Context: an optimization exercise on an open-source flow, tuned for small area, a short achievable clock period and few clock cycles. The choices shown serve that exercise and are no tape-out recipe.
Only simulation tests tie the RTL to the original design; equivalence was not proved.
Power is estimated from default activity; no workload was simulated.

## design/flow/flow/run.sh

```bash
#!/bin/bash
# The standard layout (standard.sh), with three changes to how it is made:
#  - ports are buffered with sky130_fd_sc_hd__buf_1 instead of the delay buffer
#    that buffer_ports picks by default,
#  - timing repair aims for 7 ns of setup slack (the SDC is unchanged),
#  - the clock tree clusters up to 25 sinks within 80 um.
# The make output goes to flow.log in this folder; ORFS keeps each step's log
# under orfs/logs.
set -euo pipefail
bash standard.sh \
  "BUFFER_PORTS_ARGS=-buffer_cell sky130_fd_sc_hd__buf_1" \
  SETUP_SLACK_MARGIN=7 \
  CTS_CLUSTER_SIZE=25 \
  CTS_CLUSTER_DIAMETER=80 \
  finish > flow.log 2>&1
```

## design/flow/standard.sh

```bash
#!/bin/bash
# synth_recipe.tcl (not shown) runs the flow's synth.tcl, then flattens the netlist and writes it again
# the make line also repeats each setting of config.mk as NAME=value (left out here)
make -C /OpenROAD-flow-scripts/flow DESIGN_CONFIG=/design/flow/config.mk WORK_HOME=/design/flow/orfs CLKGATE_MAP_FILE= SYNTH_SCRIPT=/design/flow/synth_recipe.tcl "${@:-finish}"
```

## design/flow/config.mk

```make
export PLATFORM = sky130hd
export DESIGN_NAME = cpu_cache
export DESIGN_NICKNAME = cpu_cache
export VERILOG_FILES = /design/flow/design.v
export SDC_FILE = /design/flow/constraint.sdc
export NUM_CORES = 8
export LEC_CHECK = 0
export CAP_MARGIN = 20
export CORE_MARGIN = 2
export CORE_UTILIZATION = 40
export SLEW_MARGIN = 20
```

## design/flow/constraint.sdc

```tcl
create_clock -name core_clock -period 11.0 [get_ports {clk}]
set_input_delay 2.2000 -clock core_clock [delete_from_list [all_inputs] [get_ports {clk}]]
set_output_delay 2.2000 -clock core_clock [all_outputs]
set_load 0.01 [all_outputs]
```

## design/flow/design.v

```verilog
module cpu_cache (
	input clk,
	input reset_n,
	output readM1,
	output [15:0] address1,
	input [15:0] instData00,
	input [15:0] instData01,
	input [15:0] instData10,
	input [15:0] instData11,
	input [1:0] instReady,
	output readM2,
	output writeM2,
	output [15:0] address2,
	input [15:0] memData00,
	input [15:0] memData01,
	input [15:0] memData10,
	input [15:0] memData11,
	input [1:0] memReadReady,
	input [1:0] memWriteReady,
	output [15:0] evicted2_address,
	output [15:0] evicted2_00,
	output [15:0] evicted2_01,
	output [15:0] evicted2_10,
	output [15:0] evicted2_11,
	output reg [15:0] num_inst,
	output reg [15:0] output_port,
	output reg is_halted
);
	function flow;
		input [15:0] w;
		flow = (w[15:12] == 4'd9) | (w[15:12] == 4'd10) |
			((w[15:12] == 4'd15) & ((w[5:0] == 6'd25) | (w[5:0] == 6'd26) | (w[5:0] == 6'd29))) |
			((w[15:14] == 2'b00) & w[7]);
	endfunction
	function reads;
		input [15:0] w;
		input [1:0] r;
		reads = ((w[11:10] == r) & ~((w[15:12] == 4'd6) | (w[15:12] == 4'd9) | (w[15:12] == 4'd10) |
				(w[15:12] == 4'd11) | (w[15:12] == 4'd12) | (w[15:12] == 4'd13) | (w[15:12] == 4'd14))) |
			((w[9:8] == r) & (((w[15:12] == 4'd15) & (w[5:2] == 4'd0)) | (w[15:12] == 4'd8) |
				(w[15:12] == 4'd0) | (w[15:12] == 4'd1)));
	endfunction
	function sumeq;
		input [15:0] x, y;
		input [13:0] k;
		reg [14:0] r;
		reg c2;
		integer i;
		begin
			c2 = (x[1] & y[1]) | ((x[1] ^ y[1]) & x[0] & y[0]);
			r = {1'b0, x[15:2] ^ y[15:2] ^ k};
			sumeq = (r[0] == c2);
			for (i = 0; i < 13; i = i + 1)
				sumeq = sumeq & (r[i + 1] == ((x[i + 2] & y[i + 2]) | ((x[i + 2] ^ y[i + 2]) & r[i])));
		end
	endfunction
	reg [1:0] st1, st2r, st2w;
	always @(posedge clk) begin
		st1 <= instReady;
		st2r <= memReadReady;
		st2w <= memWriteReady;
	end
	wire idle1 = (st1 == 2'd2);
	wire idle2r = (st2r == 2'd2);
	wire rdy1 = (instReady == 2'd1);
	wire rdy2 = (memReadReady == 2'd1);
	reg [15:0] pc;
	reg id_v;
	reg [15:0] id_ins;
	reg fa, fb;           
	reg [3:0] ra, rb;     
	reg luse;             
	reg mem_v, mem_fw, mem_ld, mem_st, mem_wwd, mem_hlt;
	reg [1:0] mem_rd;
	reg [15:0] mem_res;
	reg [15:0] mem_sd;
	reg mem_hD, mem_mR;   
	reg [15:0] rf0, rf1, rf2, rf3;
	reg [13:0] tagI;      
	reg hasI;             
	reg vI;               
	reg [3:0] flI;        
	reg [13:0] tagS;
	reg vS;
	reg [15:0] iS0, iS1, iS2, iS3;
	reg [3:0] flS;
	reg rq1;              
	reg [15:0] a1;        
	reg rq2;              
	reg wq;               
	reg [13:0] tagR;      
	reg hasR;
	reg vR;               
	reg [13:0] tagD;      
	reg vD, dirtyD;
	reg [15:0] dS0, dS1, dS2, dS3;
	wire [13:0] pcb = pc[15:2];
	wire mS = vS & (tagS == pcb);
	wire mI = hasI & (tagI == pcb);
	wire ihit = mS | (mI & (vI | rdy1));
	reg [15:0] wS, wI;
	always @(*) begin
		case (pc[1:0])
			2'd0: begin wS = iS0; wI = instData00; end
			2'd1: begin wS = iS1; wI = instData01; end
			2'd2: begin wS = iS2; wI = instData10; end
			default: begin wS = iS3; wI = instData11; end
		endcase
	end
	wire [15:0] fetched = mS ? wS : wI;
	wire [3:0] flcur = mS ? flS : flI;
	wire fetched_fl = (mS | vI) & flcur[pc[1:0]];
	assign readM1 = rq1;
	assign address1 = a1;
	wire take1 = rq1 & idle1;
	wire copy = take1 & vI & ~mS;
	wire [3:0] op = id_ins[15:12];
	wire [1:0] rs = id_ins[11:10];
	wire [1:0] rt = id_ins[9:8];
	wire [1:0] rd = id_ins[7:6];
	wire [5:0] fn = id_ins[5:0];
	wire [7:0] imm = id_ins[7:0];
	wire [15:0] simm = {{8{imm[7]}}, imm};
	wire isR = (op == 4'd15);
	wire isAlu = isR & (fn[5:3] == 3'd0);
	wire isJPR = isR & (fn == 6'd25);
	wire isJRL = isR & (fn == 6'd26);
	wire isWWD = isR & (fn == 6'd28);
	wire isHLT = isR & (fn == 6'd29);
	wire isADI = (op == 4'd4);
	wire isORI = (op == 4'd5);
	wire isLHI = (op == 4'd6);
	wire isLWD = (op == 4'd7);
	wire isSWD = (op == 4'd8);
	wire isBr = (op[3:2] == 2'b00);
	wire isJMP = (op == 4'd9);
	wire isJAL = (op == 4'd10);
	wire [15:0] rfa = ({16{ra[3]}} & rf3) | ({16{ra[2]}} & rf2) | ({16{ra[1]}} & rf1) | ({16{ra[0]}} & rf0);
	wire [15:0] rfb = ({16{rb[3]}} & rf3) | ({16{rb[2]}} & rf2) | ({16{rb[1]}} & rf1) | ({16{rb[0]}} & rf0);
	wire [15:0] a = fa ? mem_res : rfa;
	wire [15:0] b = fb ? mem_res : rfb;
	wire [15:0] addr;
	add16 u_addr (.x(a), .y(simm), .ci(1'b0), .s(addr));
	wire aSub = fn[2:0] == 3'd1;
	wire aTcp = fn[2:0] == 3'd5;
	wire [15:0] ax = aTcp ? 16'd0 : a;
	wire [15:0] ay = aTcp ? a : b;
	wire [15:0] asum;
	add16 u_asum (.x(ax), .y((aSub | aTcp) ? ~ay : ay), .ci(aSub | aTcp), .s(asum));
	reg [15:0] other;
	always @(*) begin
		if (isAlu) begin
			case (fn[2:0])
				3'd2: other = a & b;
				3'd3: other = a | b;
				3'd4: other = ~a;
				3'd6: other = {a[14:0], 1'b0};
				default: other = {a[15], a[15:1]};
			endcase
		end else if (isORI) other = a | {8'd0, imm};
		else if (isLHI) other = {imm, 8'd0};
		else if (isWWD) other = a;
		else other = pc;     
	end
	wire selAddr = isADI | isLWD | isSWD;
	wire selSum = isAlu & ((fn[2:0] == 3'd0) | aSub | aTcp);
	wire [15:0] res = selAddr ? addr : (selSum ? asum : other);
	wire a_eq_b = (a == b);
	wire a_zero = (a == 16'd0);
	reg bcond;
	always @(*) begin
		case (op[1:0])
			2'd0: bcond = ~a_eq_b;
			2'd1: bcond = a_eq_b;
			2'd2: bcond = ~a[15] & ~a_zero;
			default: bcond = a[15];
		endcase
	end
	wire [15:0] btarget;
	add16 u_btarget (.x(pc), .y(simm), .ci(1'b0), .s(btarget));
	wire taken = (isBr & bcond) | isJMP | isJAL | isJPR | isJRL;
	wire [15:0] target = isBr ? btarget : ((isJMP | isJAL) ? {4'd0, id_ins[11:0]} : a);
	wire wen = isAlu | isADI | isORI | isLHI | isLWD | isJAL | isJRL;
	wire ex_fw = wen & ~isLWD;
	wire [1:0] wrd = (isJAL | isJRL) ? 2'd2 : (isR ? rd : rt);
	wire [13:0] ab = mem_res[15:2];
	wire [1:0] aw = mem_res[1:0];
	wire rok = vR | rdy2;
	assign readM2 = rq2;
	assign writeM2 = wq;
	assign address2 = mem_res;
	assign evicted2_address = {tagD, 2'b00};
	assign evicted2_00 = dS0;
	assign evicted2_01 = dS1;
	assign evicted2_10 = dS2;
	assign evicted2_11 = dS3;
	wire take2 = rq2 & idle2r;
	wire st_hit = mem_v & mem_st & mem_hD;
	wire st_alloc = mem_v & mem_st & ~mem_hD & mem_mR & rok & (~(vD & dirtyD) | wq);
	reg [15:0] wD, wR;
	always @(*) begin
		case (aw)
			2'd0: begin wD = dS0; wR = memData00; end
			2'd1: begin wD = dS1; wR = memData01; end
			2'd2: begin wD = dS2; wR = memData10; end
			default: begin wD = dS3; wR = memData11; end
		endcase
	end
	wire [15:0] ldata = mem_hD ? wD : wR;
	wire mem_done = ~mem_v | (mem_ld ? (mem_hD | (mem_mR & rok)) : (mem_st ? (mem_hD | st_alloc) : 1'b1));
	wire mem_stall = ~mem_done;
	wire retire = mem_v & mem_done & ~is_halted;
	wire wb_en = mem_v & mem_done & (mem_fw | mem_ld);
	wire [13:0] tagR_n = take2 ? ab : tagR;
	wire hasR_n = hasR | take2;
	wire dirtyD_n = st_hit | st_alloc | (dirtyD & ~wq);
	wire ex_go = id_v & ~luse;              
	wire ex_fire = ex_go & ~mem_stall;
	wire redirect = ex_fire & taken;
	wire hold = id_v & ~ex_fire;            
	wire adv = ihit & ~hold & ~redirect;    
	wire [15:0] pc_inc = pc + 16'd1;
	wire [15:0] pc_n = redirect ? target : (adv ? pc_inc : pc);
	wire id_v_n = hold | (ihit & ~redirect);
	wire [15:0] id_ins_n = adv ? fetched : id_ins;
	wire faS = mem_v & mem_fw & (mem_rd == (id_v ? rs : fetched[11:10]));
	wire fbS = mem_v & mem_fw & (mem_rd == (id_v ? rt : fetched[9:8]));
	wire luS = mem_v & mem_ld & (id_v ? reads(id_ins, mem_rd) : reads(fetched, mem_rd));
	wire faG = ex_go & ex_fw & (wrd == fetched[11:10]);
	wire fbG = ex_go & ex_fw & (wrd == fetched[9:8]);
	wire luG = ex_go & isLWD & reads(fetched, wrd);
	wire fa_n = mem_stall ? faS : faG;
	wire fb_n = mem_stall ? fbS : fbG;
	wire luse_n = mem_stall ? luS : luG;
	wire [3:0] ra_n = hold ? ra : (4'd1 << fetched[11:10]);
	wire [3:0] rb_n = hold ? rb : (4'd1 << fetched[9:8]);
	wire hDg_old = vD & sumeq(a, simm, tagD);
	wire mRg = hasR_n & sumeq(a, simm, tagR_n);
	wire hDg = st_alloc ? mRg : hDg_old;     
	wire memG = ex_go & (isLWD | isSWD);
	wire hD_n = mem_stall ? mem_hD : hDg;
	wire mR_n = mem_stall ? (mem_mR | take2) : mRg;
	wire rq2S = mem_v & (mem_ld | mem_st) & ~mem_hD & ~mem_mR & ~take2;
	wire rq2G = memG & ~hDg & ~mRg;
	wire rq2_n = (memWriteReady != 2'd0) & (mem_stall ? rq2S : rq2G);
	wire wqS = mem_v & mem_st & ~mem_hD & vD & dirtyD & ~wq;
	wire wqG = ex_go & isSWD & ~hDg & (vD | st_alloc) & dirtyD_n;
	wire wq_n = (memWriteReady == 2'd2) & (mem_stall ? wqS : wqG);
	wire [13:0] pfb = pcb + 14'd1;
	wire m_nxt = (vS & (tagS == pfb)) | (hasI & (tagI == pfb));
	wire m_cur = mS | mI;
	wire [13:0] tb = target[15:2];
	wire m_tgt = (vS & (tagS == tb)) | (hasI & (tagI == tb));
	wire demR = ~m_tgt;
	wire demA = ~((pc[1:0] == 2'd3) ? m_nxt : m_cur) & ~fetched_fl;
	wire demH = ~m_cur & ~(id_v & flow(id_ins));
	wire demE = ~m_cur;
	wire dem_n = redirect ? demR : (adv ? demA : (hold ? demH : demE));
	wire [3:0] ahead = {1'b1, pc[1:0] != 2'd3, ~pc[1], pc[1:0] == 2'd0};
	wire pf = ~take1 & ~(id_v & flow(id_ins)) & (mS | (mI & vI)) & ~|(flcur & ahead) & ~m_nxt;
	wire [15:0] pfa = {pfb, 2'b00};
	wire [15:0] a1R = demR ? target : pfa;
	wire [15:0] a1A = demA ? pc_inc : pfa;
	wire [15:0] a1H = (hold ? demH : demE) ? pc : pfa;
	wire [15:0] a1_n = redirect ? a1R : (adv ? a1A : a1H);
	always @(posedge clk) begin
		if (!reset_n) begin
			pc <= 16'd0;
			id_v <= 1'b0;
			fa <= 1'b0;
			fb <= 1'b0;
			ra <= 4'd0;
			rb <= 4'd0;
			luse <= 1'b0;
			mem_v <= 1'b0;
			num_inst <= 16'd0;
			output_port <= 16'd0;
			is_halted <= 1'b0;
			rf0 <= 16'd0;
			rf1 <= 16'd0;
			rf2 <= 16'd0;
			rf3 <= 16'd0;
			hasI <= 1'b0;
			vI <= 1'b0;
			vS <= 1'b0;
			rq1 <= 1'b1;
			a1 <= 16'd0;
			rq2 <= 1'b0;
			wq <= 1'b0;
			hasR <= 1'b0;
			vR <= 1'b0;
			vD <= 1'b0;
			dirtyD <= 1'b0;
			mem_hD <= 1'b0;
			mem_mR <= 1'b0;
		end else begin
			if (take1) begin
				tagI <= a1[15:2];
				hasI <= 1'b1;
				vI <= 1'b0;
			end else if (hasI & rdy1) begin
				vI <= 1'b1;
			end
			if (hasI & rdy1) flI <= {flow(instData11), flow(instData10), flow(instData01), flow(instData00)};
			if (copy) begin
				tagS <= tagI;
				vS <= 1'b1;
				flS <= flI;
				iS0 <= instData00;
				iS1 <= instData01;
				iS2 <= instData10;
				iS3 <= instData11;
			end
			rq1 <= dem_n | pf;
			a1 <= a1_n;
			pc <= pc_n;
			id_v <= id_v_n;
			id_ins <= id_ins_n;
			fa <= fa_n;
			fb <= fb_n;
			ra <= ra_n;
			rb <= rb_n;
			luse <= luse_n;
			if (~mem_stall) begin
				mem_v <= ex_fire;
				mem_fw <= ex_fw;
				mem_ld <= isLWD;
				mem_st <= isSWD;
				mem_wwd <= isWWD;
				mem_hlt <= isHLT;
				mem_rd <= wrd;
				mem_res <= res;
				mem_sd <= b;
			end
			mem_hD <= hD_n;
			mem_mR <= mR_n;
			rq2 <= rq2_n;
			wq <= wq_n;
			tagR <= tagR_n;
			hasR <= hasR_n;
			if (take2) vR <= 1'b0;
			else if (hasR & rdy2) vR <= 1'b1;
			dirtyD <= dirtyD_n;
			if (st_hit) begin
				case (aw)
					2'd0: dS0 <= mem_sd;
					2'd1: dS1 <= mem_sd;
					2'd2: dS2 <= mem_sd;
					default: dS3 <= mem_sd;
				endcase
			end else if (st_alloc) begin
				vD <= 1'b1;
				tagD <= ab;
				dS0 <= (aw == 2'd0) ? mem_sd : memData00;
				dS1 <= (aw == 2'd1) ? mem_sd : memData01;
				dS2 <= (aw == 2'd2) ? mem_sd : memData10;
				dS3 <= (aw == 2'd3) ? mem_sd : memData11;
			end
			if (retire) begin
				num_inst <= num_inst + 16'd1;
				if (mem_wwd) output_port <= mem_res;
				if (mem_hlt) is_halted <= 1'b1;
			end
			if (wb_en) begin
				case (mem_rd)
					2'd0: rf0 <= mem_ld ? ldata : mem_res;
					2'd1: rf1 <= mem_ld ? ldata : mem_res;
					2'd2: rf2 <= mem_ld ? ldata : mem_res;
					default: rf3 <= mem_ld ? ldata : mem_res;
				endcase
			end
		end
	end
endmodule
module add16 (
	input [15:0] x,
	input [15:0] y,
	input ci,
	output [15:0] s
);
	wire [15:0] p0 = x ^ y;
	wire [15:0] g0 = x & y;
	wire [15:0] g1, p1, g2, p2, g3, p3, g4;
	wire [15:0] gi = {g0[15:1], g0[0] | (p0[0] & ci)};
	genvar i;
	generate
		for (i = 0; i < 16; i = i + 1) begin : l1
			if (i >= 1) begin
				assign g1[i] = gi[i] | (p0[i] & gi[i - 1]);
				assign p1[i] = p0[i] & p0[i - 1];
			end else begin
				assign g1[i] = gi[i];
				assign p1[i] = p0[i];
			end
		end
		for (i = 0; i < 16; i = i + 1) begin : l2
			if (i >= 2) begin
				assign g2[i] = g1[i] | (p1[i] & g1[i - 2]);
				assign p2[i] = p1[i] & p1[i - 2];
			end else begin
				assign g2[i] = g1[i];
				assign p2[i] = p1[i];
			end
		end
		for (i = 0; i < 16; i = i + 1) begin : l3
			if (i >= 4) begin
				assign g3[i] = g2[i] | (p2[i] & g2[i - 4]);
				assign p3[i] = p2[i] & p2[i - 4];
			end else begin
				assign g3[i] = g2[i];
				assign p3[i] = p2[i];
			end
		end
		for (i = 0; i < 16; i = i + 1) begin : l4
			if (i >= 8) begin
				assign g4[i] = g3[i] | (p3[i] & g3[i - 8]);
			end else begin
				assign g4[i] = g3[i];
			end
		end
	endgenerate
	assign s = p0 ^ {g4[14:0], ci};
endmodule
```

==> out/qor.yml, run 1 <==
status: "timing/DRC/antenna clean"
yosysUniqueCellTypes: 98
power_leakage_nw: 11.6
ys_ff_latch: 405
cts_made_buffers: 30
cts_tree: "built"
rsz0062_at_grt: "true"
die_area_um2: 69400
crit_type: "reg2reg"
vias: 25800
grt_pass1_vias: 24700
clockBufferDepth: 3
overflow: 0
grt_pass1_wl_um: 166000
skew_ns: 0.0214
die_y_um: 263
startpoint_type: "flip-flop"
total_power_mw: 3.07
drtIter0Drc: 2968
die_w_um: 263
syn2layout_area_growth_pct: 22.1
synth_edf_count: 247
io_pins: 284
dp_hpwl_um: 80900
wl_per_cell_um: 28.0
fmax_ghz: 0.240
crit_required_ns: 11.55
max_slew.worst_pin.slew_ns: 1.14
viasPerCell: 6.29
syn-instance-count: 2879
ant_nets: 0
num_rows: 95
port_buffers: 281
combinationalPowerShare_pct: 6.0
clk_root_buffer_cell: "clkbuf_16"
power_density_nw_per_um2: 93.5
timing.final.ws_setup_ns: 6.83
crit_fanout: 4
synth_area_per_cell_um2: 9.35
ys_warn_count: 1
seq_power_share_pct: 53.3
initial_core_util_pct: 40.2
ys_seq_area_share_pct: 39.3
min_period_ns: 4.17
slew_viol_final: 0
finalWeightedCongestion: 1.02
syn-cell-area_um2: 26900
synth_flop_cell: "edfxtp_1"
drive_gt1_share_pct: 19.9
relSlewSlack_pct: 23.6
grt.total_usage_pct: 31.8
tns_ns: 0
nets: 3461
hold_viol: 0
cts_sinks: 405
async_reset_ff_share_pct: 0
finalCritPeriodShare_pct: 37.9
vdd_drop_max_mv: 0.106
setup_viol: 0
routed_wl_um: 115000
max_cap_violations: 0
core-area_um2: 66900
clk_latency_ns: 0.63
antenna_found_initial: 3
pre_cts_ws_ns: 5.62
p_int_mw: 2.25
cts_max_level: 1
hold_class: "reg2reg"
switching_share_pct: 26.9
clkPwrFrac_pct: 40.7
cp_data_arrival_time_ns: 4.72
critPathCaptureType: "flip-flop"
grt_max_degree: 83
clk_pin_slew_ns: 0.09
drc: 0
first_pass_iters: 7
p_switching_mw: 0.826
## cell type report
class                      count  area (µm²)
sequential                   405       10600
inverter                     108         458
clock inverter                26         348
clock buffer                  30         751
tap                          873        1090
antenna                        3        7.51
timing repair buffer         501        3150
multi-input combinational   2160       16400
fill                        6262       34100
## final timing paths
check	start	to	depth (start not counted)	slack, ns
setup / recovery	id_ins[0]$_DFFE_PP_	a1[7]$_SDFF_PN0_	16	6.83
hold reg to reg	a1[10]$_SDFF_PN0_	tagI[8]$_DFFE_PP_	0	0.45
hold / removal	a1[10]$_SDFF_PN0_	tagI[8]$_DFFE_PP_	0	0.45
setup reg to reg	id_ins[0]$_DFFE_PP_	a1[7]$_SDFF_PN0_	16	6.83
## repair_timing
action	4_1_cts	5_1_grt
setup endpoints to repair	158	165
resized for setup	193	133
setup buffers	90	51
cloned	10	1
pin swaps	61	59
hold buffers	0	0
## state kept, by name (all words and copies together) (netlist names), 14 cells and up
| name | count |
|---|---|
| dS2 | 16 |
| iS3 | 16 |
| output_port | 16 |
| dS1 | 16 |
| rf0 | 16 |
| mem_sd | 16 |
| mem_res | 16 |
| iS1 | 16 |
| rf1 | 16 |
| tagD | 14 |
| dS0 | 16 |
| iS0 | 16 |
| tagS | 14 |
| num_inst | 16 |
| rf3 | 16 |
| a1 | 16 |
| id_ins | 16 |
| rf2 | 16 |
| iS2 | 16 |
| tagR | 14 |
| tagI | 14 |
| pc | 16 |
| dS3 | 16 |
## stage by stage
step	utilization [%]	instances	hold WS, ns	instance area (µm²)
after CTS	47.4	4051	0.460	31700
after floorplan	-	2880	0.424	27100
after global routing	49.1	4103	0.478	32900
final	49.1	4106	0.454	32900
after detailed placement	43.1	3895	0.429	28900
after global placement	43.1	3895	0.440	28900
## cell usage after synthesis, types with 26 or more instances
cell | n | area, µm²
edfxtp_1 | 247 | 7420
a21oi_1 | 262 | 1310
ha_1 | 90 | 1130
inv_1 | 106 | 398
nand3_1 | 104 | 521
xnor2_1 | 108 | 946
fa_1 | 29 | 581
o21ai_0 | 102 | 510
nand4_1 | 32 | 200
mux2_2 | 75 | 845
xor2_1 | 94 | 823
clkbuf_1 | 161 | 604
mux2i_1 | 35 | 350
mux4_2 | 41 | 923
a211oi_1 | 28 | 210
dfxtp_1 | 158 | 3160
a22oi_1 | 45 | 338
o22ai_1 | 26 | 163
nor2_1 | 221 | 830
nand2_1 | 338 | 1270
nor2b_1 | 29 | 181
nor3_1 | 49 | 245
a222oi_1 | 38 | 380
## power by group through the flow
stage	registers (mW)	clock network [mW]	logic [mW]
after floorplan	1.66	0	0.102
after global placement	1.67	0	0.164
after detailed placement	1.67	0	0.168
after CTS	1.64	1.28	0.179
after global routing	1.64	1.32	0.199
final	1.64	1.25	0.186
## kinds of logic (layout without fill, tap and decap cells)
family,after synthesis,after routing,synth area share [%]
AO/OA/AOI/OAI,750,750,18.6
flip-flops,405,405,39.3
buffers and inverters,317,665,4.76
AND/OR/NAND/NOR,929,930,16.1
other,1,5,0.0139
multiplexers,152,153,7.95
adder cells (fa/ha/maj),119,119,6.34
XOR/XNOR,206,206,6.92
## metal layers
layer | part of all wire [%] | vias to the layer above | track usage (%)
met4 | 5.3 | 2 | 14.5
li1 | - | 11300 | -
met3 | 9.1 | 313 | 5.28
met5 | 0.011 | - | 0
met2 | 46 | 1482 | 51.3
met1 | 40 | 12700 | 42.0
## worst max-delay path: stages, from the launching register on
cell and delay, ns:
edfxtp_1 0.44, buf_12 0.16, ha_4 0.15, fa_2 0.39, a211o_4 0.38, o21ai_4 0.12, nor4_1 0.09, nand2b_1 0.20
a2111oi_4 0.23, o2111ai_2 0.18, or4_4 0.62, a2bb2oi_4 0.21, mux2i_4 0.22, buf_12 0.16, buf_12 0.12, mux2_4 0.31
o22ai_2 0.13
## cells in the final DEF (no fill, tap or decap), types with 77 or more instances in the layout
master    netlist  final
xnor2_1       108     99
ha_1           90     77
edfxtp_1      247    247
buf_1          23    280
nor2_1        221    202
nand2_1       338    330
nand3_1       104    103
o21ai_0       102     83
dfxtp_1       158    147
xor2_1         94     91
a21oi_1       262    234
inv_1         106     92
buf_4           6    177
Testbench counts, summed over its fixed seeds: cycles 251,425.
==> run 2, diff against run 1 <==
--- a/design/flow/design.v
+++ b/design/flow/design.v
@@ -144,7 +144,5 @@
 	wire aSub = fn[2:0] == 3'd1;
-	wire aTcp = fn[2:0] == 3'd5;
-	wire [15:0] ax = aTcp ? 16'd0 : a;
-	wire [15:0] ay = aTcp ? a : b;
 	wire [15:0] asum;
-	add16 u_asum (.x(ax), .y((aSub | aTcp) ? ~ay : ay), .ci(aSub | aTcp), .s(asum));
+	add16 u_asum (.x(a), .y(b ^ {16{aSub}}), .ci(aSub), .s(asum));
+	wire [15:0] neg = ~a + 16'd1;
 	reg [15:0] other;
@@ -156,2 +154,3 @@
 				3'd4: other = ~a;
+				3'd5: other = neg;
 				3'd6: other = {a[14:0], 1'b0};
@@ -165,4 +164,5 @@
 	wire selAddr = isADI | isLWD | isSWD;
-	wire selSum = isAlu & ((fn[2:0] == 3'd0) | aSub | aTcp);
-	wire [15:0] res = selAddr ? addr : (selSum ? asum : other);
+	wire selSum = isAlu & ((fn[2:0] == 3'd0) | aSub);
+	wire selOther = ~selAddr & ~selSum;
+	wire [15:0] res = ({16{selAddr}} & addr) | ({16{selSum}} & asum) | ({16{selOther}} & other);
 	wire a_eq_b = (a == b);
@@ -198,3 +198,4 @@
 	wire st_hit = mem_v & mem_st & mem_hD;
-	wire st_alloc = mem_v & mem_st & ~mem_hD & mem_mR & rok & (~(vD & dirtyD) | wq);
+	wire st_fill = mem_v & mem_st & ~mem_hD & mem_mR & (~(vD & dirtyD) | wq);    
+	wire st_alloc = st_fill & rok;                                                 
 	reg [15:0] wD, wR;
@@ -212,3 +213,3 @@
 	wire retire = mem_v & mem_done & ~is_halted;
-	wire wb_en = mem_v & mem_done & (mem_fw | mem_ld);
+	wire wb_en = mem_v & (mem_fw | mem_ld);
 	wire [13:0] tagR_n = take2 ? ab : tagR;
@@ -251,4 +252,6 @@
 	wire m_cur = mS | mI;
-	wire [13:0] tb = target[15:2];
-	wire m_tgt = (vS & (tagS == tb)) | (hasI & (tagI == tb));
+	wire [13:0] tk = (isJMP | isJAL) ? {4'd0, id_ins[11:2]} : a[15:2];
+	wire m_tgtS = vS & (isBr ? sumeq(pc, simm, tagS) : (tagS == tk));
+	wire m_tgtI = hasI & (isBr ? sumeq(pc, simm, tagI) : (tagI == tk));
+	wire m_tgt = m_tgtS | m_tgtI;
 	wire demR = ~m_tgt;
@@ -259,8 +262,4 @@
 	wire [3:0] ahead = {1'b1, pc[1:0] != 2'd3, ~pc[1], pc[1:0] == 2'd0};
-	wire pf = ~take1 & ~(id_v & flow(id_ins)) & (mS | (mI & vI)) & ~|(flcur & ahead) & ~m_nxt;
-	wire [15:0] pfa = {pfb, 2'b00};
-	wire [15:0] a1R = demR ? target : pfa;
-	wire [15:0] a1A = demA ? pc_inc : pfa;
-	wire [15:0] a1H = (hold ? demH : demE) ? pc : pfa;
-	wire [15:0] a1_n = redirect ? a1R : (adv ? a1A : a1H);
+	wire pf = ~take1 & ~(id_v & (flow(id_ins) | isBr)) & (mS | (mI & vI)) & ~|(flcur & ahead) & ~m_nxt;
+	wire [15:0] a1_n = pf ? {pfb, 2'b00} : pc_n;
 	always @(posedge clk) begin
@@ -343,2 +342,6 @@
 			dirtyD <= dirtyD_n;
+			if (st_alloc) begin
+				vD <= 1'b1;
+				tagD <= ab;
+			end
 			if (st_hit) begin
@@ -350,5 +353,3 @@
 				endcase
-			end else if (st_alloc) begin
-				vD <= 1'b1;
-				tagD <= ab;
+			end else if (st_fill) begin
 				dS0 <= (aw == 2'd0) ? mem_sd : memData00;
--- a/design/flow/flow/run.sh
+++ b/design/flow/flow/run.sh
@@ -4,3 +4,3 @@
 #    that buffer_ports picks by default,
-#  - timing repair aims for 7 ns of setup slack (the SDC is unchanged),
+#  - timing repair aims for 7.5 ns of setup slack (the SDC is unchanged),
 #  - the clock tree clusters up to 25 sinks within 80 um.
@@ -11,3 +11,3 @@
   "BUFFER_PORTS_ARGS=-buffer_cell sky130_fd_sc_hd__buf_1" \
-  SETUP_SLACK_MARGIN=7 \
+  SETUP_SLACK_MARGIN=7.5 \
   CTS_CLUSTER_SIZE=25 \
==> run 2 against run 1 <==
Still clean on timing, DRC and antenna. Worst setup slack worse by 0.091 ns. Clock power about the same. Worst hold slack better by 0.0051 ns. Core utilization up 1.4 points. Clock-buffer cell count up 2. Sequential share of layout area down 0.37 points. Total power down 0.11%. Global-route usage down 0.17 points. Fmax down 2.1%. Critical endpoint is now a1[11]$_SDFF_PN0_.
==> out/qor.yml, run 2 <==
finalCritPeriodShare_pct: 38.7
num_rows: 94
grt_max_degree: 68
setup_viol: 0
yosysUniqueCellTypes: 96
p_switching_mw: 0.832
max_cap_violations: 0
status: "timing/DRC/antenna clean"
ys_seq_area_share_pct: 39.5
slew_viol_final: 0
synth_flop_cell: "edfxtp_1"
crit_family: "simple AND/OR/NAND/NOR gates"
diodes: 0
synthTopCellsByArea: "edfxtp_1, dfxtp_1, xnor2_1"
io_pins: 284
pre_cts_ws_ns: 5.40
power_density_nw_per_um2: 92.2
startpoint_type: "flip-flop"
crit_required_ns: 11.52
synth_area_per_cell_um2: 9.63
hold_class: "reg2reg"
drc: 0
hold_viol: 0
synth_edf_count: 247
async_reset_ff_share_pct: 0
cts_max_level: 1
fmax_ghz: 0.235
yosysMostFrequentCell: "nand2_1"
drtIter0Drc: 3552
routed_wl_um: 114000
timing.final.ws_setup_ns: 6.74
rsz0062_at_grt: "true"
cts_hold_buf: 0
crit_slowest_cell: "or4b_4"
final_cells: 4063
first_pass_iters: 7
top_usage_layer: "met2"
syn-cell-area_um2: 26800
crit_chain: "buf_8 > a22o_1 > nor2_2 > a21boi_1 > buf_4 > ha_4 > nor4_4 > nand4_1 > xor2_2 > a21oi_2 > or4b_4 > o32ai_4 > buf_12 > nand2_8 > buf_4 > buf_6 > o21a_1 > o311a_1"
cts_made_buffers: 29
skew_ns: 0.0318
vias: 25700
cts_tree: "built"
core-area_um2: 66000
worst-path-buf-inv: 5
critPathCaptureType: "flip-flop"
crit_type: "reg2reg"
synth_common_cells: "nand2_1, edfxtp_1, a21oi_1"
crit_fanout: 7
finalWeightedCongestion: 0.998
antenna_found_initial: 3
power_leakage_nw: 11.9
die_area_um2: 69000
met1_usage_pct: 42.7
p_int_mw: 2.24
seq_power_share_pct: 53.4
synth_top_area_share_pct: 27.7
vdd_drop_max_mv: 0.112
clockBufferDepth: 3
ys_ff_latch: 405
syn2layout_area_growth_pct: 24.4
grt.total_usage_pct: 31.7
layout_common_cells: "nand2_1, buf_1, edfxtp_1, a21oi_1"
path_common_cell: "buf_4"
min_period_ns: 4.26
grt_pass1_vias: 24800
die_w_um: 263
clk_pin_slew_ns: 0.10
placed_cells: 3797
clkPwrFrac_pct: 39.9
cp_data_arrival_time_ns: 4.78
tns_ns: 0
wl_per_cell_um: 28.1
relSlewSlack_pct: 24.3
drive_gt1_share_pct: 22.1
grt_pass1_wl_um: 166000
switching_share_pct: 27.1
met3_usage_pct: 5.93
viasPerCell: 6.33
cts_sinks: 405
ys_warn_count: 1
yosys.area.top_type: "edfxtp_1"
port_buffers: 281
syn-instance-count: 2778
initial_core_util_pct: 40.6
grt.met2_usage_pct: 49.7
die_y_um: 263
final_common_cell: "nand2_1"
max_slew.worst_pin.slew_ns: 1.13
combinationalPowerShare_pct: 6.7
cpPeakStageDelay_ns: 0.49
ant_nets: 0
dp_hpwl_um: 78500
clk_latency_ns: 0.64
nets: 3459
overflow: 0
clk_root_buffer_cell: "clkbuf_16"
-- run 2: cell types whose count changed after synthesis, sizes merged, moves of 12 or more --
cell,delta
nand2b,-12
a21oi,-26
o22ai,-13
clkbuf,-37
nor2,-26
xor2,-34
nand4,+12
nand3,-38
a22oi,+20
fa,+26
nand2,-12
o211ai,-16
xnor2,+68
-- run 2: cell families after synthesis --
logic type	share of synthesized area, %
AND/OR/NAND/NOR	14.9
AO/OA/AOI/OAI	17.2
flip-flops	39.5
buffers and inverters	4.49
XOR/XNOR	7.89
multiplexers	7.62
adder cells (fa/ha/maj)	8.37
other	0.0140
-- run 2: area by class of cell --
type	count	area (µm²)
clock buffers	32	737
clock inverters	21	299
fillers	6065	32700
inverters	118	542
multi-input cells	2081	16400
flip-flops and latches	405	10600
well taps	864	1080
repair buffers	538	3580
repair inverters	4	42.5
-- run 2: power by group through the flow --
stage                     clock, mW  combinational, mW  sequential [mW]
after floorplan                   0              0.105             1.66
after global placement            0              0.162             1.68
after detailed placement          0              0.167             1.68
after CTS                      1.24              0.194             1.64
after global routing           1.29              0.219             1.64
final                          1.23              0.206             1.64
-- run 2: path summary, 6_finish.rpt --
| path | startpoint | endpoint | slack, ns | cells past startpoint |
|---|---|---|---|---|
| max | ra[3]$_SDFFE_PN0N_ | a1[11]$_SDFF_PN0_ | 6.74 | 18 |
| min | flI[0]$_DFFE_PP_ | flS[0]$_DFFE_PP_ | 0.46 | 0 |
| max reg2reg | ra[3]$_SDFFE_PN0N_ | a1[11]$_SDFF_PN0_ | 6.74 | 18 |
| min reg2reg | flI[0]$_DFFE_PP_ | flS[0]$_DFFE_PP_ | 0.46 | 0 |
-- run 2: per-layer routing --
metal  share of wire, %  wire length [µm]
met2                 44             50500
met1                 40             45200
met5             0.0070                 8
met3                 10             11900
met4                5.8              6610
-- run 2: timing repair --
item,CTS,global route
buffers inserted,159,42
gates resized for setup,270,128
pin swaps,58,67
gates cloned,7,5
setup endpoints to repair,322,200
-- run 2: through the flow --
| stage | instance area, µm² | util [%] | power (mW) | hold WS [ns] |
|---|---|---|---|---|
| finish | 33300 | 50.5 | 3.07 | 0.459 |
| CTS | 32400 | 49.0 | 3.07 | 0.459 |
| global placement | 28800 | 43.6 | 1.84 | 0.437 |
| global route | 33300 | 50.5 | 3.14 | 0.478 |
| detailed placement | 28800 | 43.6 | 1.84 | 0.436 |
| floorplan | 27100 | - | 1.77 | 0.421 |
Testbench counts of run 2, summed over its fixed seeds: cycles 252,199.
==> run 3, diff against run 2 <==
--- a/design/flow/design.v
+++ b/design/flow/design.v
@@ -96,2 +96,4 @@
 	reg [15:0] dS0, dS1, dS2, dS3;
+	reg pk;               
+	reg [1:0] pk_w;       
 	wire [13:0] pcb = pc[15:2];
@@ -197,5 +199,8 @@
 	wire take2 = rq2 & idle2r;
-	wire st_hit = mem_v & mem_st & mem_hD;
-	wire st_fill = mem_v & mem_st & ~mem_hD & mem_mR & (~(vD & dirtyD) | wq);    
-	wire st_alloc = st_fill & rok;                                                 
+	wire st_hit = mem_v & mem_st & mem_hD & ~pk;
+	wire okW = ~(vD & dirtyD) | wq;            
+	wire st_fill = mem_v & mem_st & ~mem_hD & mem_mR & okW & ~pk;    
+	wire st_alloc = st_fill & rok;                                   
+	wire park = mem_v & mem_st & ~mem_hD & ~pk & okW & (take2 | (mem_mR & ~rok));
+	wire pk_alloc = pk & rok;
 	reg [15:0] wD, wR;
@@ -210,3 +215,3 @@
 	wire [15:0] ldata = mem_hD ? wD : wR;
-	wire mem_done = ~mem_v | (mem_ld ? (mem_hD | (mem_mR & rok)) : (mem_st ? (mem_hD | st_alloc) : 1'b1));
+	wire mem_done = ~mem_v | (mem_ld ? (~pk & (mem_hD | (mem_mR & rok))) : (mem_st ? (~pk & (mem_hD | st_alloc | park)) : 1'b1));
 	wire mem_stall = ~mem_done;
@@ -216,3 +221,4 @@
 	wire hasR_n = hasR | take2;
-	wire dirtyD_n = st_hit | st_alloc | (dirtyD & ~wq);
+	wire dirtyD_n = st_hit | st_alloc | pk_alloc | (dirtyD & ~wq);
+	wire pk_n = (pk & ~pk_alloc) | park;
 	wire ex_go = id_v & ~luse;              
@@ -239,5 +245,5 @@
 	wire mRg = hasR_n & sumeq(a, simm, tagR_n);
-	wire hDg = st_alloc ? mRg : hDg_old;     
+	wire hDg = (st_alloc | pk_alloc) ? mRg : hDg_old;     
 	wire memG = ex_go & (isLWD | isSWD);
-	wire hD_n = mem_stall ? mem_hD : hDg;
+	wire hD_n = mem_stall ? (pk_alloc ? mem_mR : mem_hD) : hDg;
 	wire mR_n = mem_stall ? (mem_mR | take2) : mRg;
@@ -245,3 +251,3 @@
 	wire rq2G = memG & ~hDg & ~mRg;
-	wire rq2_n = (memWriteReady != 2'd0) & (mem_stall ? rq2S : rq2G);
+	wire rq2_n = (memWriteReady != 2'd0) & ~pk_n & (mem_stall ? rq2S : rq2G);
 	wire wqS = mem_v & mem_st & ~mem_hD & vD & dirtyD & ~wq;
@@ -292,2 +298,3 @@
 			dirtyD <= 1'b0;
+			pk <= 1'b0;
 			mem_hD <= 1'b0;
@@ -345,4 +352,9 @@
 				tagD <= ab;
+			end else if (pk_alloc) begin
+				vD <= 1'b1;
+				tagD <= tagR;
 			end
-			if (st_hit) begin
+			pk <= pk_n;
+			if (park) pk_w <= aw;
+			if (st_hit | park) begin
 				case (aw)
@@ -358,2 +370,7 @@
 				dS3 <= (aw == 2'd3) ? mem_sd : memData11;
+			end else if (pk) begin
+				if (pk_w != 2'd0) dS0 <= memData00;
+				if (pk_w != 2'd1) dS1 <= memData01;
+				if (pk_w != 2'd2) dS2 <= memData10;
+				if (pk_w != 2'd3) dS3 <= memData11;
 			end
==> run 3 against run 2 <==
Still clean. Clock skew rose by 0.0070 ns. Non-clock buffer count up 47. Wire length about the same. First-iteration DRC count is 14% lower. Area after synthesis rose by 3.2%. Worst setup slack better by 0.24 ns. Cell count grew 3.4%. Clock-buffer cell count unchanged. Global-route usage decreased by 1.0 points. Largest cell class unchanged. Largest power group unchanged. Highest routed layer unchanged.
==> out/qor.yml, run 3 <==
status: "timing/DRC/antenna clean"
dp_hpwl_um: 78100
cp_data_arrival_time_ns: 4.53
synthMuxAreaShare_pct: 8.87
final_common_cell: "nand2_1"
num_rows: 96
drtIter0Drc: 3042
vdd_drop_max_mv: 0.162
clkPwrFrac_pct: 39.5
min_period_ns: 4.02
clk_latency_ns: 0.64
synth_area_per_cell_um2: 9.63
drive_gt1_share_pct: 23.4
power_leakage_nw: 12.9
rsz0062_at_grt: "true"
p_switching_mw: 0.800
route.met3.wl_um: 9730
ff_latch_area_um2: 10700
power_density_nw_per_um2: 88.1
io_pins: 284
max_cap_violations: 0
total_power_mw: 3.09
hold_class: "reg2reg"
synth_top_family_by_area: "compound AO/OA/AOI/OAI gates"
path_common_cell: "buf_8"
antenna_found_initial: 3
synthAdderAreaFrac_pct: 8.11
grt_pass1_wl_um: 165000
tns_ns: 0
wl_per_cell_um: 27.2
combinationalPowerShare_pct: 7.2
dr_wl_met2_um: 53200
die_y_um: 267
p_int_mw: 2.29
synth_compound_area_share_pct: 16.2
syn-cell-area_um2: 27600
yosys.area_share.simple_pct: 15.7
vias: 26100
async_reset_ff_share_pct: 0
yosysMostFrequentCell: "nand2_1"
ys_seq_area_share_pct: 38.6
switching_share_pct: 25.9
syn-instance-count: 2869
critPathCaptureType: "flip-flop"
pre_cts_ws_ns: 5.68
syn2layout_area_growth_pct: 26.8
placed_cells: 3890
relSlewSlack_pct: 14.6
hold_viol: 0
crit_required_ns: 11.51
crit_chain: "buf_12 > buf_8 > a22o_1 > o31a_1 > buf_8 > inv_1 > fa_1 > xnor2_1 > nor4_1 > nand3_1 > or4_1 > o21ai_1 > nor3_1 > a31oi_1 > nor2_1"
yosys.area.top_type: "edfxtp_1"
cpPeakStageDelay_ns: 0.56
grt_pass1_vias: 25200
grt.total_usage_pct: 30.7
synth_flop_cell: "edfxtp_1"
die_w_um: 267
synthTopCellsByArea: "edfxtp_1, dfxtp_1, xnor2_1"
startpoint_type: "flip-flop"
clk_root_buffer_cell: "clkbuf_16"
fillers: 6199
setup_viol: 0
first_pass_iters: 9
grt_max_degree: 110
core-area_um2: 68500
nets: 3579
cts_sinks: 408
initial_core_util_pct: 40.4
layout_common_cells: "nand2_1, buf_1, edfxtp_1, nor2_1, buf_4"
synth_common_cells: "nand2_1, edfxtp_1, nor2_1"
synth_top_area_share_pct: 27.1
final_cells: 4203
synth_edf_count: 249
ys_ff_latch: 408
top_layer: "met5"
finalWeightedCongestion: 0.962
seq_power_share_pct: 53.4
wl_met1_um: 43500
max_slew.worst_pin.slew_ns: 1.28
slew_viol_final: 0
timing.final.ws_setup_ns: 6.98
clockBufferDepth: 3
fmax_ghz: 0.249
cts_tree: "built"
viasPerCell: 6.22
synth-xor-area-share_pct: 8.16
ant_nets: 0
multi_input_area_um2: 17400
skew_ns: 0.0388
routed_wl_um: 114000
ys_warn_count: 1
die_area_um2: 71200
crit_type: "reg2reg"
finalCritPeriodShare_pct: 36.5
drc: 0
clk_pin_slew_ns: 0.10
cts_max_level: 1
crit_slowest_cell: "fa_1"
crit_fanout: 6
port_buffers: 281
cts_made_buffers: 28
crit_family: "simple AND/OR/NAND/NOR gates"
yosysUniqueCellTypes: 98
overflow: 0
worst-path-buf-inv: 4
[run 3: cell count changes after synthesis, sizes merged, moves of 11 or more]
cell	delta
a21oi	-50
nand3	+29
nor2	+26
mux2	+25
clkbuf	+20
o211ai	+17
a22o	+14
o221ai	-14
mux2i	+12
xor2	+11
[run 3: power groups by stage]
stage | logic (mW) | registers [mW] | clock network, mW
floorplan | 0.105 | 1.67 | 0
global placement | 0.164 | 1.69 | 0
detailed placement | 0.167 | 1.69 | 0
CTS | 0.201 | 1.65 | 1.24
global route | 0.233 | 1.65 | 1.28
finish | 0.221 | 1.65 | 1.22
[run 3: per-layer routing]
metal	global-route usage, %	up-vias
li1	-	11400
met1	39.0	12800
met2	50.2	1559
met3	4.36	391
met4	17.2	2
met5	0	-
[run 3: final timing paths]
path,from,depth (start not counted),endpoint,slack [ns]
setup / recovery,ra[3]$_SDFFE_PN0N_,15,rq2$_SDFF_PN0_,6.98
hold / removal,output_port[13]$_SDFFE_PN0P_,2,output_port[13]$_SDFFE_PN0P_,0.46
setup reg to reg,ra[3]$_SDFFE_PN0N_,15,rq2$_SDFF_PN0_,6.98
hold reg to reg,output_port[13]$_SDFFE_PN0P_,2,output_port[13]$_SDFFE_PN0P_,0.46
[run 3: final cells by class]
class | instances | area share, %
Antenna cell | 2 | 0.0143
Tap cell | 882 | 3.15
Timing Repair inverter | 1 | 0.0214
Timing Repair Buffer | 585 | 12.4
Sequential cell | 408 | 30.5
Inverter | 113 | 1.31
Multi-Input combinational cell | 2160 | 49.7
Clock buffer | 32 | 2.07
Clock inverter | 20 | 0.868
[run 3: what timing repair did]
action	CTS	global route
hold buffers	0	0
setup buffers	189	51
setup endpoints to repair	369	297
endpoints found under the hold margin	0	0
gates cloned	11	8
pin swaps	86	82
gates resized for setup	275	195
[run 3: kinds of logic after synthesis]
family / after synthesis
flip-flops: 408
adder cells (fa/ha/maj): 146
XOR/XNOR: 249
AND/OR/NAND/NOR: 906
multiplexers: 187
AO/OA/AOI/OAI: 665
buffers and inverters: 307
other: 1
[run 3: metrics by stage]
stage	utilization (%)	hold WS, ns	area [µm²]
3_5_place_dp	43.4	0.431	29700
2_1_floorplan	-	0.424	28100
4_1_cts	49.2	0.468	33700
5_1_grt	51.2	0.481	35000
6_report	51.2	0.461	35000
3_3_place_gp	43.4	0.448	29700
[run 3: tightest hold or removal path, cell delays in order, from the launching register on]
cell and delay, ns:
dfxtp_1 0.33, nand2_2 0.06, a21oi_2 0.04
Testbench counts of run 3, summed over its fixed seeds: cycles 243,786.
==> run 4, diff against run 3 <==
--- a/design/flow/design.v
+++ b/design/flow/design.v
@@ -42,16 +42,2 @@
 	endfunction
-	function sumeq;
-		input [15:0] x, y;
-		input [13:0] k;
-		reg [14:0] r;
-		reg c2;
-		integer i;
-		begin
-			c2 = (x[1] & y[1]) | ((x[1] ^ y[1]) & x[0] & y[0]);
-			r = {1'b0, x[15:2] ^ y[15:2] ^ k};
-			sumeq = (r[0] == c2);
-			for (i = 0; i < 13; i = i + 1)
-				sumeq = sumeq & (r[i + 1] == ((x[i + 2] & y[i + 2]) | ((x[i + 2] ^ y[i + 2]) & r[i])));
-		end
-	endfunction
 	reg [1:0] st1, st2r, st2w;
@@ -243,4 +229,4 @@
 	wire [3:0] rb_n = hold ? rb : (4'd1 << fetched[9:8]);
-	wire hDg_old = vD & sumeq(a, simm, tagD);
-	wire mRg = hasR_n & sumeq(a, simm, tagR_n);
+	wire hDg_old = vD & (addr[15:2] == tagD);
+	wire mRg = hasR_n & (addr[15:2] == tagR_n);
 	wire hDg = (st_alloc | pk_alloc) ? mRg : hDg_old;     
@@ -258,5 +244,5 @@
 	wire m_cur = mS | mI;
-	wire [13:0] tk = (isJMP | isJAL) ? {4'd0, id_ins[11:2]} : a[15:2];
-	wire m_tgtS = vS & (isBr ? sumeq(pc, simm, tagS) : (tagS == tk));
-	wire m_tgtI = hasI & (isBr ? sumeq(pc, simm, tagI) : (tagI == tk));
+	wire [13:0] tk = isBr ? btarget[15:2] : (isJMP | isJAL) ? {4'd0, id_ins[11:2]} : a[15:2];
+	wire m_tgtS = vS & (tagS == tk);
+	wire m_tgtI = hasI & (tagI == tk);
 	wire m_tgt = m_tgtS | m_tgtI;
==> run 4 against run 3 <==
Sequential power hardly changed. Design area shrank 3.1%. Fmax down 3.5%. Die area is 5.5% lower. Combinational power fell by 5%. Synthesized cell count shrank 1.8%. Total power increased by 2.8%. Cell count down 2.3%.
==> out/qor.yml, run 4 <==
status: "timing/DRC/antenna clean"
fillers: 5746
io_pins: 284
dp_hpwl_um: 74400
cp_data_arrival_time_ns: 4.69
crit_fanout: 8
die_w_um: 259
power_leakage_nw: 12.5
drive_gt1_share_pct: 24.1
yosysMostFrequentCell: "nand2_1"
hold_class: "reg2reg"
initial_core_util_pct: 40.5
final_cells: 4107
critPathCaptureType: "flip-flop"
ys_ff_latch: 408
grt_pass1_wl_um: 159000
startpoint_type: "flip-flop"
die_area_um2: 67300
first_pass_iters: 9
overflow: 0
drc: 0
yosys.area.top_type: "edfxtp_1"
setup_viol: 0
synth_common_cells: "nand2_1, edfxtp_1, a21oi_1"
max_cap_violations: 0
synth_top_area_share_pct: 28.7
crit_type: "reg2reg"
hold_viol: 0
synth_flop_cell: "edfxtp_1"
ant_nets: 0
layout_common_cells: "nand2_1, buf_1, edfxtp_1, a21oi_1, nor2_1"
finalWeightedCongestion: 1.02
ys_seq_area_share_pct: 40.9
cts_sinks: 408
pre_cts_ws_ns: 5.55
port_buffers: 281
multi_input_area_um2: 16400
grt_max_degree: 132
crit_required_ns: 11.53
syn2layout_area_growth_pct: 30.0
whs_ns: 0.447
syn-instance-count: 2817
nets: 3458
max_slew.worst_pin.slew_ns: 1.05
cts_hold_buf: 0
clk_latency_ns: 0.65
skew_ns: 0.0293
vias: 25900
wl_per_cell_um: 26.6
viasPerCell: 6.30
clockBufferDepth: 3
finish.utilization_pct: 52.6
placed_cells: 3816
cts_max_level: 1
core-area_um2: 64500
timing.final.ws_setup_ns: 6.83
syn-cell-area_um2: 26100
synthTopCellsByArea: "edfxtp_1, dfxtp_1, nand2_1"
clk_root_buffer_cell: "clkbuf_16"
grt.total_usage_pct: 30.9
diodes: 0
antenna_found_initial: 1
num_rows: 93
synth_edf_count: 249
vdd_drop_max_mv: 0.115
cts_made_buffers: 30
fmax_ghz: 0.240
final_common_cell: "nand2_1"
die_y_um: 259
async_reset_ff_share_pct: 0
relSlewSlack_pct: 29.7
routed_wl_um: 109000
grt_pass1_vias: 24900
cts_tree: "built"
yosysUniqueCellTypes: 90
synth_area_per_cell_um2: 9.26
power_density_nw_per_um2: 93.5
finalCritPeriodShare_pct: 37.9
clk_pin_slew_ns: 0.10
ys_warn_count: 1
slew_viol_final: 0
tns_ns: 0
ff_latch_area_um2: 10700
rsz0062_at_grt: "true"
drtIter0Drc: 3201
min_period_ns: 4.17
## run 4: cell types whose count changed after synthesis, sizes merged, moves of 17 or more
cell    previous run  this run
xnor2            174       139
fa                55         3
a22oi             57        75
a21oi            186       227
clkbuf           145       162
nand2            318       343
nand4             41        24
nor2             221       204
## run 4: layer usage
metal	wire [µm]	GRT usage [%]
met4	6610	15.7
met1	42900	40.2
met2	50400	49.9
met5	14	0
met3	9350	4.50
## run 4: report_power, final
part           total, mW  internal, mW  switching, mW
Sequential          1.65          1.63         0.0166
Combinational      0.211        0.0911          0.120
Clock               1.32         0.630          0.687
Total               3.17          2.35          0.824
## run 4: cell families (layout without fill, tap and decap cells)
group           count (synthesis)  in the layout  synth area share (%)
compound gates                735            735                  18.6
xor+xnor                      204            204                  7.06
fa+ha+maj                      94             94                  4.59
buf+inv                       307            737                  4.53
flops                         408            408                  40.9
mux                           161            161                  7.98
other cells                     1              2                0.0144
simple gates                  907            911                  16.3
## run 4: timing repair
| action | in CTS | in global routing |
|---|---|---|
| endpoints found under the setup margin | 370 | 359 |
| pin swaps | 75 | 68 |
| buffers inserted | 149 | 69 |
| resized for setup | 268 | 211 |
| cloned | 13 | 4 |
## run 4: path summary, 6_finish.rpt
path / endpoint / slack, ns / startpoint / cells after the start
worst min register to register: tagI[11]$_DFFE_PP_ / 0.45 / a1[13]$_SDFF_PN0_ / 0
worst min-delay path: tagI[11]$_DFFE_PP_ / 0.45 / a1[13]$_SDFF_PN0_ / 0
worst max register to register: a1[15]$_SDFF_PN0_ / 6.83 / ra[1]$_SDFFE_PN0N_ / 15
worst max-delay path: a1[15]$_SDFF_PN0_ / 6.83 / ra[1]$_SDFFE_PN0N_ / 15
## run 4: final cells by class
type / instances / area share [%]
well taps: 855 / 3.15
flip-flops and latches: 408 / 31.5
clock inverters: 21 / 0.959
repair buffers: 569 / 12.2
multi-input cells: 2107 / 48.3
clock buffers: 35 / 2.52
inverters: 112 / 1.39
## run 4: worst max-delay path, cell delays in order, from the launching register on
cell and delay [ns]:
dfxtp_4 0.38, buf_8 0.14, a222oi_1 0.50, a2bb2oi_4 0.21, buf_6 0.16, buf_6 0.11
buf_6 0.12, or4_4 0.51, nor3_4 0.20, buf_4 0.15, a41o_4 0.24, a31oi_4 0.12
or4_4 0.48, or3_4 0.38, mux2i_1 0.15, o21a_1 0.18
## run 4: per-stage QoR
step,power (mW),cell area [µm²]
6_report,3.17,33900
5_1_grt,3.25,33900
4_1_cts,3.16,32500
3_5_place_dp,1.85,28700
3_3_place_gp,1.85,28700
2_1_floorplan,1.78,27100
Testbench counts of run 4, summed over its fixed seeds: cycles 243,786.
==> run 5, diff against run 4 <==
--- a/design/flow/flow/run.sh
+++ b/design/flow/flow/run.sh
@@ -4,3 +4,3 @@
 #    that buffer_ports picks by default,
-#  - timing repair aims for 7.5 ns of setup slack (the SDC is unchanged),
+#  - timing repair aims for 7 ns of setup slack (the SDC is unchanged),
 #  - the clock tree clusters up to 25 sinks within 80 um.
@@ -11,3 +11,3 @@
   "BUFFER_PORTS_ARGS=-buffer_cell sky130_fd_sc_hd__buf_1" \
-  SETUP_SLACK_MARGIN=7.5 \
+  SETUP_SLACK_MARGIN=7 \
   CTS_CLUSTER_SIZE=25 \
==> run 5 against run 4 <==
Sequential share of layout area is 3.0 points higher. Via count is 4.1% lower. Largest cell class unchanged. Largest power group unchanged. Still clean on timing, DRC and antenna. Fmax is 0.63% lower. Highest routed layer is now met4. Non-clock buffer count is 141 lower. Sequential power hardly changed. Worst setup slack worse by 0.026 ns. Die area stayed put.
==> out/qor.yml, run 5 <==
wl_per_cell_um: 25.8
fmax_ghz: 0.239
skew_ns: 0.0373
synth_area_per_cell_um2: 9.26
hold_class: "reg2reg"
crit_family: "simple AND/OR/NAND/NOR gates"
synth_edf_count: 249
tns_ns: 0
startpoint_type: "flip-flop"
cts_hold_buf: 0
hold_viol: 0
grt_pass1_wl_um: 151000
grt_max_degree: 131
die_y_um: 259
viasPerCell: 6.26
die_area_um2: 67300
clockBufferDepth: 3
grt.total_usage_pct: 29.3
crit_fanout: 6
ant_nets: 0
crit_slowest_cell: "or4_4"
num_rows: 93
worst-path-buf-inv: 4
ys_ff_latch: 408
layout_common_cells: "nand2_1, buf_1, edfxtp_1, a21oi_1, nor2_1"
synth_common_cells: "nand2_1, edfxtp_1, a21oi_1"
first_pass_iters: 9
ys_warn_count: 1
cts_max_level: 1
dp_hpwl_um: 72800
finalCritPeriodShare_pct: 38.1
cts_sinks: 408
ys_seq_area_share_pct: 40.9
rsz0062_at_grt: "true"
finalWeightedCongestion: 0.999
cts_made_buffers: 28
core-area_um2: 64500
yosysUniqueCellTypes: 90
port_buffers: 281
die_w_um: 259
clk_pin_slew_ns: 0.09
async_reset_ff_share_pct: 0
vdd_drop_max_mv: 0.116
timing.final.ws_setup_ns: 6.81
final_common_cell: "nand2_1"
crit_required_ns: 11.48
finish.utilization_pct: 48.1
crit_type: "reg2reg"
min_period_ns: 4.19
slew_viol_final: 0
pre_cts_ws_ns: 5.68
drtIter0Drc: 2930
syn-instance-count: 2817
syn2layout_area_growth_pct: 18.9
synth_flop_cell: "edfxtp_1"
synthTopCellsByArea: "edfxtp_1, dfxtp_1, nand2_1"
vias: 24800
overflow: 0
cts_tree: "built"
status: "timing/DRC/antenna clean"
power_leakage_nw: 11.0
max_slew.worst_pin.slew_ns: 1.09
routed_wl_um: 102000
yosys.area.top_type: "edfxtp_1"
cpPeakStageDelay_ns: 0.52
grt_pass1_vias: 24100
antenna_found_initial: 1
clk_latency_ns: 0.63
crit_chain: "buf_6 > a222oi_1 > a2bb2oi_4 > buf_12 > buf_4 > buf_4 > or4_4 > nor3_4 > a41o_2 > a31oi_4 > or4_4 > or3_4 > xnor2_2 > nand2_1 > a21oi_2"
drive_gt1_share_pct: 16.8
cp_data_arrival_time_ns: 4.67
nets: 3312
drc: 0
max_cap_violations: 0
initial_core_util_pct: 40.5
setup_viol: 0
syn-cell-area_um2: 26100
final_cells: 3960
relSlewSlack_pct: 27.2
critPathCaptureType: "flip-flop"
whs_ns: 0.438
placed_cells: 3809
io_pins: 284
clk_root_buffer_cell: "clkbuf_16"
power_density_nw_per_um2: 97.3
synth_top_area_share_pct: 28.7
yosysMostFrequentCell: "nand2_1"
[run 5: cell counts after synthesis]
No cell type changed its count.
[run 5: logic make-up (layout without fill, tap and decap cells)]
kind of cell             Yosys count  count (layout)  share of synthesized area [%]
other                              1               3                         0.0144
AO/OA/AOI/OAI                    735             735                           18.6
flip-flops                       408             408                           40.9
buffers and inverters            307             592                           4.53
adder cells (fa/ha/maj)           94              94                           4.59
multiplexers                     161             161                           7.98
XOR/XNOR                         204             204                           7.06
AND/OR/NAND/NOR                  907             908                           16.3
[run 5: worst register-to-register path, cell delays in order, from the launching register on]
cell	delay [ns]
dfxtp_4	0.38
buf_6	0.14
a222oi_1	0.51
a2bb2oi_4	0.14
buf_12	0.15
buf_4	0.12
buf_4	0.13
or4_4	0.52
nor3_4	0.28
a41o_2	0.32
a31oi_4	0.13
or4_4	0.51
or3_4	0.42
xnor2_2	0.14
nand2_1	0.09
a21oi_2	0.06
[run 5: path summary, 6_finish.rpt]
path / startpoint / to / slack [ns] / cells past startpoint
max: ra[0]$_SDFFE_PN0N_ / pc[15]$_SDFF_PN0_ / 6.81 / 15
min: a1[9]$_SDFF_PN0_ / tagI[7]$_DFFE_PP_ / 0.44 / 0
max reg2reg: ra[0]$_SDFFE_PN0N_ / pc[15]$_SDFF_PN0_ / 6.81 / 15
min reg2reg: a1[9]$_SDFF_PN0_ / tagI[7]$_DFFE_PP_ / 0.44 / 0
[run 5: routing by layer]
| layer | vias to the layer above | GRT usage (%) | wire length (µm) |
|---|---|---|---|
| li1 | 11000 | - | - |
| met4 | 0 | 14.1 | 5450 |
| met2 | 1360 | 48.2 | 48100 |
| met1 | 12200 | 38.3 | 40400 |
| met5 | - | 0 | 0 |
| met3 | 259 | 3.57 | 8300 |
[run 5: area by class of cell]
class | count | area (µm²)
Fill cell | 6195 | 33400
Sequential cell | 408 | 10700
Clock buffer | 32 | 758
Tap cell | 855 | 1070
Timing Repair Buffer | 428 | 2420
Antenna cell | 1 | 2.50
Multi-Input combinational cell | 2104 | 15400
Inverter | 112 | 473
Clock inverter | 20 | 250
[run 5: through the flow]
stage	area, µm²	power, mW
after detailed placement	28100	1.84
after floorplan	26500	1.77
after global placement	28100	1.83
after global routing	31000	3.10
final	31000	3.02
after CTS	30300	3.03
[run 5: where the power goes]
group          switching [mW]  internal (mW)  leakage [nW]
sequential             0.0229           1.63          3.60
clock                   0.661          0.542         0.495
combinational           0.101         0.0661          6.95
total                   0.785           2.24          11.0
[run 5: what timing repair did]
action,CTS,global route
gates cloned,3,1
gates resized for setup,147,105
pin swaps,40,49
setup buffers,62,32
endpoints found under the setup margin,259,142
==> run 6, diff against run 5 <==
--- a/design/flow/flow/run.sh
+++ b/design/flow/flow/run.sh
@@ -4,3 +4,3 @@
 #    that buffer_ports picks by default,
-#  - timing repair aims for 7 ns of setup slack (the SDC is unchanged),
+#  - timing repair aims for 6 ns of setup slack (the SDC is unchanged),
 #  - the clock tree clusters up to 25 sinks within 80 um.
@@ -11,3 +11,3 @@
   "BUFFER_PORTS_ARGS=-buffer_cell sky130_fd_sc_hd__buf_1" \
-  SETUP_SLACK_MARGIN=7 \
+  SETUP_SLACK_MARGIN=6 \
   CTS_CLUSTER_SIZE=25 \
==> run 6 against run 5 <==
Global-route usage fell by 0.80 points. First-iteration DRC count rose by 3.8%. Clock power barely moved. Clock-buffer cell count up 2. Fmax is 12% lower. Synthesized cell count unchanged. Core utilization decreased by 2.8 points. Worst setup slack got worse by 0.57 ns. Critical path depth increased by 2. Via count shrank 3.4%. Combinational power shrank 9%. Critical path type unchanged.
==> out/qor.yml, run 6 <==
reg2reg_slack_ns: 6.24
vdd_drop_max_mv: 0.127
syn2layout_area_growth_pct: 12.0
cpPeakStageDelay_ns: 0.47
fillers: 6350
vias: 24000
synth_area_per_cell_um2: 9.26
ys_warn_count: 1
crit_required_ns: 11.33
initial_core_util_pct: 40.5
synth_top_area_share_pct: 28.7
synth_flop_cell: "edfxtp_1"
syn-cell-area_um2: 26100
die_w_um: 259
drtIter0Drc: 3041
async_reset_ff_share_pct: 0
cts_sinks: 408
hold_depth: 0
nets: 3225
relSlewSlack_pct: 28.1
io_pins: 284
routed_wl_um: 98800
grt_pass1_wl_um: 148000
slew_viol_final: 0
hold_start: "a1[9]$_SDFF_PN0_"
layout_common_cells: "nand2_1, buf_1, edfxtp_1, a21oi_1, nor2_1"
clk_pin_slew_ns: 0.09
cts_hold_buf: 0
setup_viol: 0
whs_ns: 0.441
finalWeightedCongestion: 0.993
worst_r2r_path_depth: 17
r2r-start: "id_ins[0]$_DFFE_PP_"
clk_root_buffer_cell: "clkbuf_16"
power_leakage_nw: 10.3
synthTopCellsByArea: "edfxtp_1, dfxtp_1, nand2_1"
yosys.area.top_type: "edfxtp_1"
synth_edf_count: 249
max_slew.worst_pin.slew_ns: 1.08
drive_gt1_share_pct: 9.71
hold_class: "reg2reg"
yosysMostFrequentCell: "nand2_1"
hold_viol: 0
diodes: 0
tns_ns: 0
cp_data_arrival_time_ns: 5.09
wl_per_cell_um: 25.5
ys_seq_area_share_pct: 40.9
cts_tree: "built"
synth_common_cells: "nand2_1, edfxtp_1, a21oi_1"
ys_ff_latch: 408
crit_type: "reg2reg"
fmax_ghz: 0.210
max_cap_violations: 0
status: "timing/DRC/antenna clean"
ant_nets: 0
overflow: 0
ff_latch_area_um2: 10700
num_rows: 93
core-area_um2: 64500
drc: 0
cts_made_buffers: 29
crit_fanout: 39
skew_ns: 0.0304
rsz0062_at_grt: "true"
min_to: "tagI[7]$_DFFE_PP_"
viasPerCell: 6.19
yosysUniqueCellTypes: 90
finalCritPeriodShare_pct: 43.3
power_density_nw_per_um2: 104
final_common_cell: "nand2_1"
first_pass_iters: 7
min_period_ns: 4.76
grt_max_degree: 131
cts_max_level: 1
port_buffers: 281
grt_pass1_vias: 23200
clk_latency_ns: 0.65
multi_input_area_um2: 14400
crit_slowest_cell: "fa_1"
dp_hpwl_um: 72700
syn-instance-count: 2817
r2r-end: "mem_res[14]$_DFFE_PP_"
die_area_um2: 67300
startpoint_type: "flip-flop"
clockBufferDepth: 3
critPathCaptureType: "flip-flop"
crit_chain: "buf_6 > clkinvlp_4 > nor3_2 > buf_4 > xnor2_1 > fa_1 > a21o_1 > a21oi_1 > o21bai_1 > a21oi_1 > nor2b_1 > o21a_1 > o31a_1 > o41ai_2 > o21ai_0 > xnor2_1 > o221ai_1"
antenna_found_initial: 1
grt.total_usage_pct: 28.5
die_y_um: 259
crit_start: "id_ins[0]$_DFFE_PP_"
## run 6: worst max-delay path by stage
| stage | to | slack (ns) | cells after the start |
|---|---|---|---|
| after floorplan | flS[0]$_DFFE_PP_ | 5.60 | 3 |
| after global placement | wq$_SDFF_PN0_ | 5.07 | 17 |
| after detailed placement | wq$_SDFF_PN0_ | 4.92 | 17 |
| after CTS | mem_res[14]$_DFFE_PP_ | 6.03 | 17 |
| after global routing | mem_res[14]$_DFFE_PP_ | 5.98 | 17 |
| final | mem_res[14]$_DFFE_PP_ | 6.24 | 17 |
## run 6: area by class of cell
cell class	count	share of cell area, %
clock buffer	34	2.58
clock inverter	20	1.08
inverter	112	1.53
multi-input combinational	2103	49.4
sequential	408	36.5
tap	855	3.66
timing repair buffer	341	5.22
## run 6: logic make-up after synthesis
family	after synthesis	synth area share (%)
other	1	0.0144
AOI/OAI and AO/OA	735	18.6
xor gates and xnor gates	204	7.06
buffers and inverters	307	4.53
adders and majority gates	94	4.59
and+or+nand+nor	907	16.3
DFF	408	40.9
muxes	161	7.98
## run 6: worst max-delay path, delay by kind of cell, from the launching register on
kind / cells / cell delay [ns]
AO/OA/AOI/OAI: 9 / 2.00
XOR/XNOR: 2 / 0.48
adder cells (fa/ha/maj): 1 / 0.47
buffers and inverters: 3 / 0.80
flip-flops: 1 / 0.36
AND/OR/NAND/NOR: 2 / 0.27
## run 6: stage by stage
| step | std cells | setup WS, ns | cell area, µm² | util, % | power, mW |
|---|---|---|---|---|---|
| 4_1_cts | 3870 | 6.03 | 29100 | 45.2 | 3.06 |
| 6_report | 3873 | 6.24 | 29200 | 45.3 | 3.04 |
| 2_1_floorplan | 2818 | 5.60 | 26200 | - | 1.76 |
| 5_1_grt | 3873 | 5.98 | 29200 | 45.3 | 3.12 |
| 3_5_place_dp | 3814 | 4.92 | 28000 | 43.4 | 1.84 |
| 3_3_place_gp | 3814 | 5.07 | 28000 | 43.4 | 1.83 |
## run 6: layer usage
layer	wire length [µm]	up-vias	GRT usage [%]
met5	13	-	0
met1	40700	11700	37.8
met4	4770	2	11.9
met3	7290	209	3.41
met2	46000	1226	47.1
li1	-	10800	-
## run 6: where the power goes
part / total, mW / switching, mW / internal (mW) / leakage, nW
registers: 1.65 / 0.0245 / 1.63 / 3.59
logic: 0.152 / 0.0936 / 0.0587 / 6.22
clock network: 1.23 / 0.681 / 0.549 / 0.508
## run 6: repair_timing
action                                  CTS  global route
gates resized for setup                  20            21
setup buffers                             2             3
endpoints found under the setup margin   22            15

what the ideal ports hide:
Ports are ideal in the flow. The routed layouts listed here were re-timed in OpenROAD. Step 1, drivers: a clkbuf_16 drives clk and a buf_2 each remaining input, both assumed. Step 2 times the ports against the registers' clock, not the clock port: input delays grow and output delays shrink by t, the midpoint of the rising clock arrivals with the driver on. Three values: ideal, step 1, step 2; two values: the first two.
run	t (ns)	setup slack, ns
run 1	0.687	6.828 / 6.828 / 6.290
run 2	0.686	6.738 / 6.738 / 6.215
run 3	0.689	6.981 / 6.981 / 6.382
run 4	0.696	6.835 / 6.835 / 6.182
run 5	0.679	6.808 / 6.808 / 6.163
run 6	0.692	6.242 / 6.242 / 5.583
After both steps setup and hold are still met in every run listed.
